From an optimization exercise on the open Yosys and OpenROAD flow, aimed at small area, a short achievable clock period and few clock cycles per item; shortcuts taken in it are not production practice. RTL that was checked went through simulation tests only; none was proved equivalent to the original. No activity file was given, so power comes from the tool's default toggle rates.

// MD5
module MD5(
    input wire clk,
    input wire reset_n,
    input wire cs,
    input wire we,
    input wire [7:0] address,
    input wire [31:0] write_data,
    output wire [31:0] read_data
);
Size in the first run: ~50000 µm² of cells after synthesis.
make LEC_CHECK=0 ABC_AREA=1 CAP_MARGIN=20 CORE_MARGIN=2 CORE_UTILIZATION=40 SETUP_SLACK_MARGIN=4.0 SLEW_MARGIN=20 finish   # period 9.0 ns
run.sh (not shown) runs the stock make flow with config.mk's settings and CLKGATE_MAP_FILE= SYNTH_SCRIPT=/design/flow/synth_recipe.tcl, a recipe that flattens the netlist after the stock synthesis.
Next try:
--- a/flow/design.v
+++ b/flow/design.v
@@ -148,16 +148,26 @@
             6'd59: G1H = 16'h2000;
             6'd60: G1H = 16'h0010;
             6'd61: G1H = 16'h0800;
             6'd62: G1H = 16'h0004;
             6'd63: G1H = 16'h0200;
         endcase
     end
 endfunction
+function [31:0] rot2(input [31:0] x, input [3:0] sr, input [4:0] sq);
+    reg [31:0] t;
+    begin
+        t = ({32{sr[0]}} & x) | ({32{sr[1]}} & {x[30:0], x[31]}) |
+            ({32{sr[2]}} & {x[29:0], x[31:30]}) | ({32{sr[3]}} & {x[28:0], x[31:29]});
+        rot2 = ({32{sq[0]}} & {t[27:0], t[31:28]}) | ({32{sq[1]}} & {t[23:0], t[31:24]}) |
+               ({32{sq[2]}} & {t[19:0], t[31:20]}) | ({32{sq[3]}} & {t[15:0], t[31:16]}) |
+               ({32{sq[4]}} & {t[11:0], t[31:12]});
+    end
+endfunction
 function [31:0] rotl(input [31:0] x, input [15:0] s);
     begin
         rotl = ({32{s[0]}} & {x[24:0], x[31:25]}) |
         ({32{s[1]}} & {x[19:0], x[31:20]}) |
         ({32{s[2]}} & {x[14:0], x[31:15]}) |
         ({32{s[3]}} & {x[9:0], x[31:10]}) |
         ({32{s[4]}} & {x[26:0], x[31:27]}) |
         ({32{s[5]}} & {x[22:0], x[31:23]}) |
@@ -168,27 +178,50 @@
         ({32{s[10]}} & {x[15:0], x[31:16]}) |
         ({32{s[11]}} & {x[8:0], x[31:9]}) |
         ({32{s[12]}} & {x[25:0], x[31:26]}) |
         ({32{s[13]}} & {x[21:0], x[31:22]}) |
         ({32{s[14]}} & {x[16:0], x[31:17]}) |
         ({32{s[15]}} & {x[10:0], x[31:11]});
     end
 endfunction
+function [4:0] rot_amt(input [5:0] i);
+    begin
+        case ({i[5:4], i[1:0]})
+            4'd0: rot_amt = 5'd7;
+            4'd1: rot_amt = 5'd12;
+            4'd2: rot_amt = 5'd17;
+            4'd3: rot_amt = 5'd22;
+            4'd4: rot_amt = 5'd5;
+            4'd5: rot_amt = 5'd9;
+            4'd6: rot_amt = 5'd14;
+            4'd7: rot_amt = 5'd20;
+            4'd8: rot_amt = 5'd4;
+            4'd9: rot_amt = 5'd11;
+            4'd10: rot_amt = 5'd16;
+            4'd11: rot_amt = 5'd23;
+            4'd12: rot_amt = 5'd6;
+            4'd13: rot_amt = 5'd10;
+            4'd14: rot_amt = 5'd15;
+            4'd15: rot_amt = 5'd21;
+        endcase
+    end
+endfunction
 function [31:0] bswap(input [31:0] w);
     begin
         bswap = {w[7:0], w[15:8], w[23:16], w[31:24]};
     end
 endfunction
 reg [31:0] blk [0:15];
 reg [31:0] h0_reg, h1_reg, h2_reg, h3_reg;   
 reg [31:0] a_reg, b_reg, c_reg, d_reg;
 reg [31:0] x1_reg, x0_reg;   
 reg [31:0] pre_reg;      
-reg [15:0] rsel_reg;     
+reg [3:0]  rlo_reg;      
+reg [4:0]  rhi_reg;      
 reg        pstep_reg;    
 reg        plast_reg;    
 reg [15:0] gsel_reg;     
 reg        pv_reg;       
 reg [6:0]  cnt_reg;      
 reg        busy_reg;
 reg        fin_reg;      
 reg        reload_reg;   
@@ -209,17 +242,17 @@
     w_mem = 32'h0;
     for (i = 0; i < 16; i = i + 1)
         w_mem = w_mem | ({32{gsel_reg[i]}} & blk[i]);
 end
 wire        w_bus   = idle & cnt_lo;
 wire [31:0] w_sel   = w_bus ? block_data : w_mem;
 wire [31:0] pre_new = (pv_reg ? d_reg : a_reg) + K(cnt_reg[5:0]) + w_sel;
 wire [31:0] f_val   = (b_reg & x1_reg) | (~b_reg & x0_reg);
-wire [31:0] b_new   = b_reg + rotl(pre_reg + f_val, rsel_reg);
+wire [31:0] b_new   = b_reg + rot2(pre_reg + f_val, rlo_reg, rhi_reg);
 wire [31:0] h_sum   = h0_reg + b_reg;
 wire [31:0] c_nx = reload_reg ? h2_reg : (pv_reg ? b_reg : c_reg);
 wire [31:0] d_nx = reload_reg ? h3_reg : (pv_reg ? c_reg : d_reg);
 reg  [31:0] x1_new, x0_new;
 always @(*) begin
     case (cnt_reg[5:4])
         2'd0: begin x1_new = c_nx;           x0_new = d_nx;          end
         2'd1: begin x1_new = c_nx | d_nx;    x0_new = c_nx & ~d_nx;  end
@@ -259,17 +292,18 @@
         end
     end
 end
 always @(posedge clk) begin
     if (bwe)
         blk[block_addr] <= block_data;
     if (prep) begin
         pre_reg   <= pre_new;
-        rsel_reg  <= 16'h0001 << {cnt_reg[5:4], cnt_reg[1:0]};
+        rlo_reg   <= 4'h1 << (rot_amt(cnt_reg[5:0]) & 5'd3);
+        rhi_reg   <= 5'h1 << ((rot_amt(cnt_reg[5:0]) >> 2) - 5'd1);
         pstep_reg <= (cnt_reg[5:0] >= 6'd61);
         plast_reg <= (cnt_reg[5:0] == 6'd63);
     end
     x1_reg <= x1_new;
     x0_reg <= x0_new;
     if (reload_reg) begin
         a_reg <= h0_reg;
         b_reg <= h1_reg;
Effect: The new run finished clean. Clock-buffer cell count is lower by 12. Final cell count goes down by 2.8%. Worst hold slack gains 0.010 ns. Wire length came out lower by 4.5%. Setup slack improves by 0.031 ns. Fmax went up by 0.59%. Design area came out lower by 3.4%. Total power decreases by 71%. Area after synthesis shrinks by 2.1%.
No functional check of the RTL was part of any run of this note.


MD5, a different RTL version from the one above (not shown whole).
For scale: ~6500 cells after synthesis, roughly 48000 sq um of cells after synthesis.
export LEC_CHECK = 0
export ABC_AREA = 1
export CAP_MARGIN = 20
export CORE_MARGIN = 2
export CORE_UTILIZATION = 45
export CTS_CLUSTER_DIAMETER = 220
export CTS_CLUSTER_SIZE = 18
export SETUP_SLACK_MARGIN = 4.1
export SLEW_MARGIN = 20
export SYNTH_HIERARCHICAL = 1
create_clock -name core_clock -period 9.0 [get_ports {clk}]
standard.sh (not shown) runs the stock make flow with config.mk's settings and CLKGATE_MAP_FILE= SYNTH_SCRIPT=/design/flow/synth_recipe.tcl, a recipe that flattens the netlist after the stock synthesis.
==> flow/flow/run.sh <==
#!/bin/bash
# The standard layout (the standard.sh) with two changes:
# - synthesis: Yosys does not map adders to the library's full/half-adder cells
#   (ADDER_MAP_FILE is empty), so ABC maps the adders' logic together with the
#   rest. Registers are mapped exactly as in the standard synthesis.
# - placement: every input and output port is still given a buffer, but the
#   buffer is sky130_fd_sc_hd__buf_4 instead of the delay cell that
#   buffer_ports picks by default.
# make's full output goes to flow_make.log; ORFS keeps each step's log under orfs/logs/.
set -euo pipefail
bash standard.sh ADDER_MAP_FILE= "BUFFER_PORTS_ARGS=-buffer_cell sky130_fd_sc_hd__buf_4" finish > flow_make.log 2>&1
Testbench counts at the start, summed over its fixed seeds: cycles 13,695, blocks 192.
Change:
--- a/flow/design.v
+++ b/flow/design.v
@@ -93,66 +93,76 @@
                ({32{sq[4]}} & {t[11:0], t[31:12]});
     end
 endfunction
 function [31:0] bswap(input [31:0] w);
     begin
         bswap = {w[7:0], w[15:8], w[23:16], w[31:24]};
     end
 endfunction
 reg [31:0] blk [0:15];
 reg [31:0] h0_reg, h1_reg, h2_reg, h3_reg;   
 reg [31:0] b_reg, c_reg, d_reg;
+reg [31:0] x1_reg, x0_reg;   
 reg [31:0] pre_reg;
 wire        prep, pv, reload, step, do_init, bwe, w_bus;
 wire [5:0]  rnd;
 wire [15:0] gsel;
-wire [3:0]  fsel, rlo;
+wire [3:0]  rlo;
 wire [4:0]  rhi;
 md5_ctl ctl(
     .clk(clk),
     .reset_n(reset_n),
     .init(init),
     .next(next),
     .block_wr(block_wr),
     .block_addr(block_addr),
     .ready(ready),
     .prep(prep),
     .pv(pv),
     .reload(reload),
     .step(step),
     .do_init(do_init),
     .bwe(bwe),
     .w_bus(w_bus),
     .rnd(rnd),
     .gsel(gsel),
-    .fsel(fsel),
     .rlo(rlo),
     .rhi(rhi)
 );
 reg [31:0] w_mem;
 integer i;
 always @(*) begin
     w_mem = 32'h0;
     for (i = 0; i < 16; i = i + 1)
         w_mem = w_mem | ({32{gsel[i]}} & blk[i]);
 end
 wire [31:0] w_sel   = w_bus ? block_data : w_mem;
 wire [31:0] pre_new = (pv ? d_reg : pre_reg) + K(rnd) + w_sel;
-wire [31:0] f_val   = ({32{fsel[0]}} & (d_reg ^ (b_reg & (c_reg ^ d_reg)))) |
-                      ({32{fsel[1]}} & (c_reg ^ (d_reg & (b_reg ^ c_reg)))) |
-                      ({32{fsel[2]}} & (b_reg ^ c_reg ^ d_reg)) |
-                      ({32{fsel[3]}} & (c_reg ^ (b_reg | ~d_reg)));
+wire [31:0] f_val   = (b_reg & x1_reg) | (~b_reg & x0_reg);
+wire [31:0] c_nx = reload ? h2_reg : (pv ? b_reg : c_reg);
+wire [31:0] d_nx = reload ? h3_reg : (pv ? c_reg : d_reg);
+reg  [31:0] x1_new, x0_new;
+always @(*) begin
+    case (rnd[5:4])
+        2'd0: begin x1_new = c_nx;           x0_new = d_nx;          end
+        2'd1: begin x1_new = c_nx | d_nx;    x0_new = c_nx & ~d_nx;  end
+        2'd2: begin x1_new = ~(c_nx ^ d_nx); x0_new = c_nx ^ d_nx;   end
+        2'd3: begin x1_new = ~c_nx;          x0_new = ~(c_nx ^ d_nx); end
+    endcase
+end
 wire [31:0] b_new   = b_reg + rot2(pre_reg + f_val, rlo, rhi);
 wire [31:0] h_sum   = h0_reg + b_reg;
 assign digest = {bswap(h0_reg), bswap(h1_reg), bswap(h2_reg), bswap(h3_reg)};
 always @(posedge clk) begin
+    x1_reg <= x1_new;
+    x0_reg <= x0_new;
     if (bwe)
         blk[block_addr] <= block_data;
     if (reload)
         pre_reg <= h0_reg;
     else if (prep)
         pre_reg <= pre_new;
     else if (pv)
         pre_reg <= d_reg;
     if (reload) begin
         b_reg <= h1_reg;
         c_reg <= h2_reg;
@@ -186,23 +196,22 @@
     input wire [3:0] block_addr,
     output wire ready,
     output wire prep,        
     output wire pv,          
     output wire reload,      
     output wire step,        
     output wire do_init,     
     output wire bwe,         
     output wire w_bus,       
     output wire [5:0] rnd,   
     output wire [15:0] gsel,
-    output wire [3:0] fsel,
     output wire [3:0] rlo,
     output wire [4:0] rhi
 );
 function [3:0] GIX(input [5:0] i);
     begin
         case (i)
             6'd0: GIX = 4'd0;
             6'd1: GIX = 4'd1;
             6'd2: GIX = 4'd2;
             6'd3: GIX = 4'd3;
             6'd4: GIX = 4'd4;
@@ -282,23 +291,22 @@
             4'd8: rot_amt = 5'd4;
             4'd9: rot_amt = 5'd11;
             4'd10: rot_amt = 5'd16;
             4'd11: rot_amt = 5'd23;
             4'd12: rot_amt = 5'd6;
             4'd13: rot_amt = 5'd10;
             4'd14: rot_amt = 5'd15;
             4'd15: rot_amt = 5'd21;
         endcase
     end
 endfunction
-reg [3:0]  fsel_reg;     
 reg [3:0]  rlo_reg;      
 reg [4:0]  rhi_reg;      
 reg        pstep_reg;    
 reg        plast_reg;    
 reg [3:0]  gidx_reg;     
 reg        pv_reg;       
 reg [6:0]  cnt_reg;      
 reg        busy_reg;
 reg        fin_reg;      
 reg        reload_reg;
 wire idle    = ~busy_reg;
@@ -310,23 +318,22 @@
 wire [6:0] cnt_inc = cnt_reg + 7'd1;
 assign ready   = idle;
 assign do_init = init & idle;
 assign bwe     = block_wr & idle;
 assign prep    = match | ((busy_reg | (go & ~cnt_lo)) & ~cnt_reg[6] & ~reload_reg);
 assign step    = (pv_reg & pstep_reg) | fin_reg;
 assign w_bus   = idle & cnt_lo;
 assign pv      = pv_reg;
 assign reload  = reload_reg;
 assign rnd     = cnt_reg[5:0];
 assign gsel    = 16'h0001 << gidx_reg;
-assign fsel    = fsel_reg;
 assign rlo     = rlo_reg;
 assign rhi     = rhi_reg;
 always @(posedge clk or negedge reset_n) begin
     if (!reset_n) begin
         busy_reg   <= 1'b0;
         pv_reg     <= 1'b0;
         cnt_reg    <= 7'd0;
         gidx_reg   <= 4'd0;
         fin_reg    <= 1'b0;
         reload_reg <= 1'b0;
     end
@@ -345,23 +352,22 @@
         else begin
             pv_reg <= prep;
             if (prep) begin
                 cnt_reg  <= cnt_inc;
                 gidx_reg <= GIX(cnt_inc[5:0]);
             end
         end
     end
 end
 always @(posedge clk) begin
     if (prep) begin
-        fsel_reg  <= 4'h1 << cnt_reg[5:4];
         rlo_reg   <= 4'h1 << (rot_amt(cnt_reg[5:0]) & 5'd3);
         rhi_reg   <= 5'h1 << ((rot_amt(cnt_reg[5:0]) >> 2) - 5'd1);
         pstep_reg <= (cnt_reg[5:0] >= 6'd61);
         plast_reg <= (cnt_reg[5:0] == 6'd63);
     end
 end
 endmodule
 module MD5(
     input wire clk,
     input wire reset_n,
     input wire cs,
What happened: Global-route usage rose by 4.1 points; combinational power increases to 5.9 times its value; power rises by about 100%; die area rose by about 2%; non-clock buffer count came out higher by 5; final area goes up by about 1.8%; clock power climbs by about 4%; worst setup slack is about the same; routed wire length rises by 12%; fmax hardly moves; area after synthesis grows by 2.1%; first-iteration DRC count is higher by about 9%; via count came out higher by 2.8%.
Only the layout flow was run in the second run of this note; the RTL was not checked for function there.

separate check: timing with driven ports:
Ports are ideal in the flow. The routed layouts listed here were re-timed in OpenROAD. Step 1 sets driving cells, clkbuf_16 on the clock port and buf_2 on the other inputs (assumed; they add their load-dependent delay and slew). Step 2 times the ports against the registers' clock, not the clock port: input delays grow and output delays shrink by t, the midpoint of the rising clock arrivals with the driver on. a / b / c = ideal ports / drivers / drivers and shift; a / b = the first two.
run | t (ns) | setup slack, ns | latest minus earliest clock arrival (ns)
the first run of note 1 | 0.784 | 3.683 / 3.603 / 3.416 | 0.052 / 0.052
the second run of note 1 | 0.770 | 3.714 / 3.623 / 3.393 | 0.067 / 0.066
the first run of note 2 | 0.746 | 4.112 / 4.087 / 3.618 | 0.055 / 0.055
the second run of note 2 | 0.744 | 4.110 / 4.055 / 3.622 | 0.051 / 0.051
After both steps setup and hold are still met in every run listed. The setup slack of the first run of note 2, which loses most, moves by -0.025 ns with the drivers and by -0.494 ns with both steps.
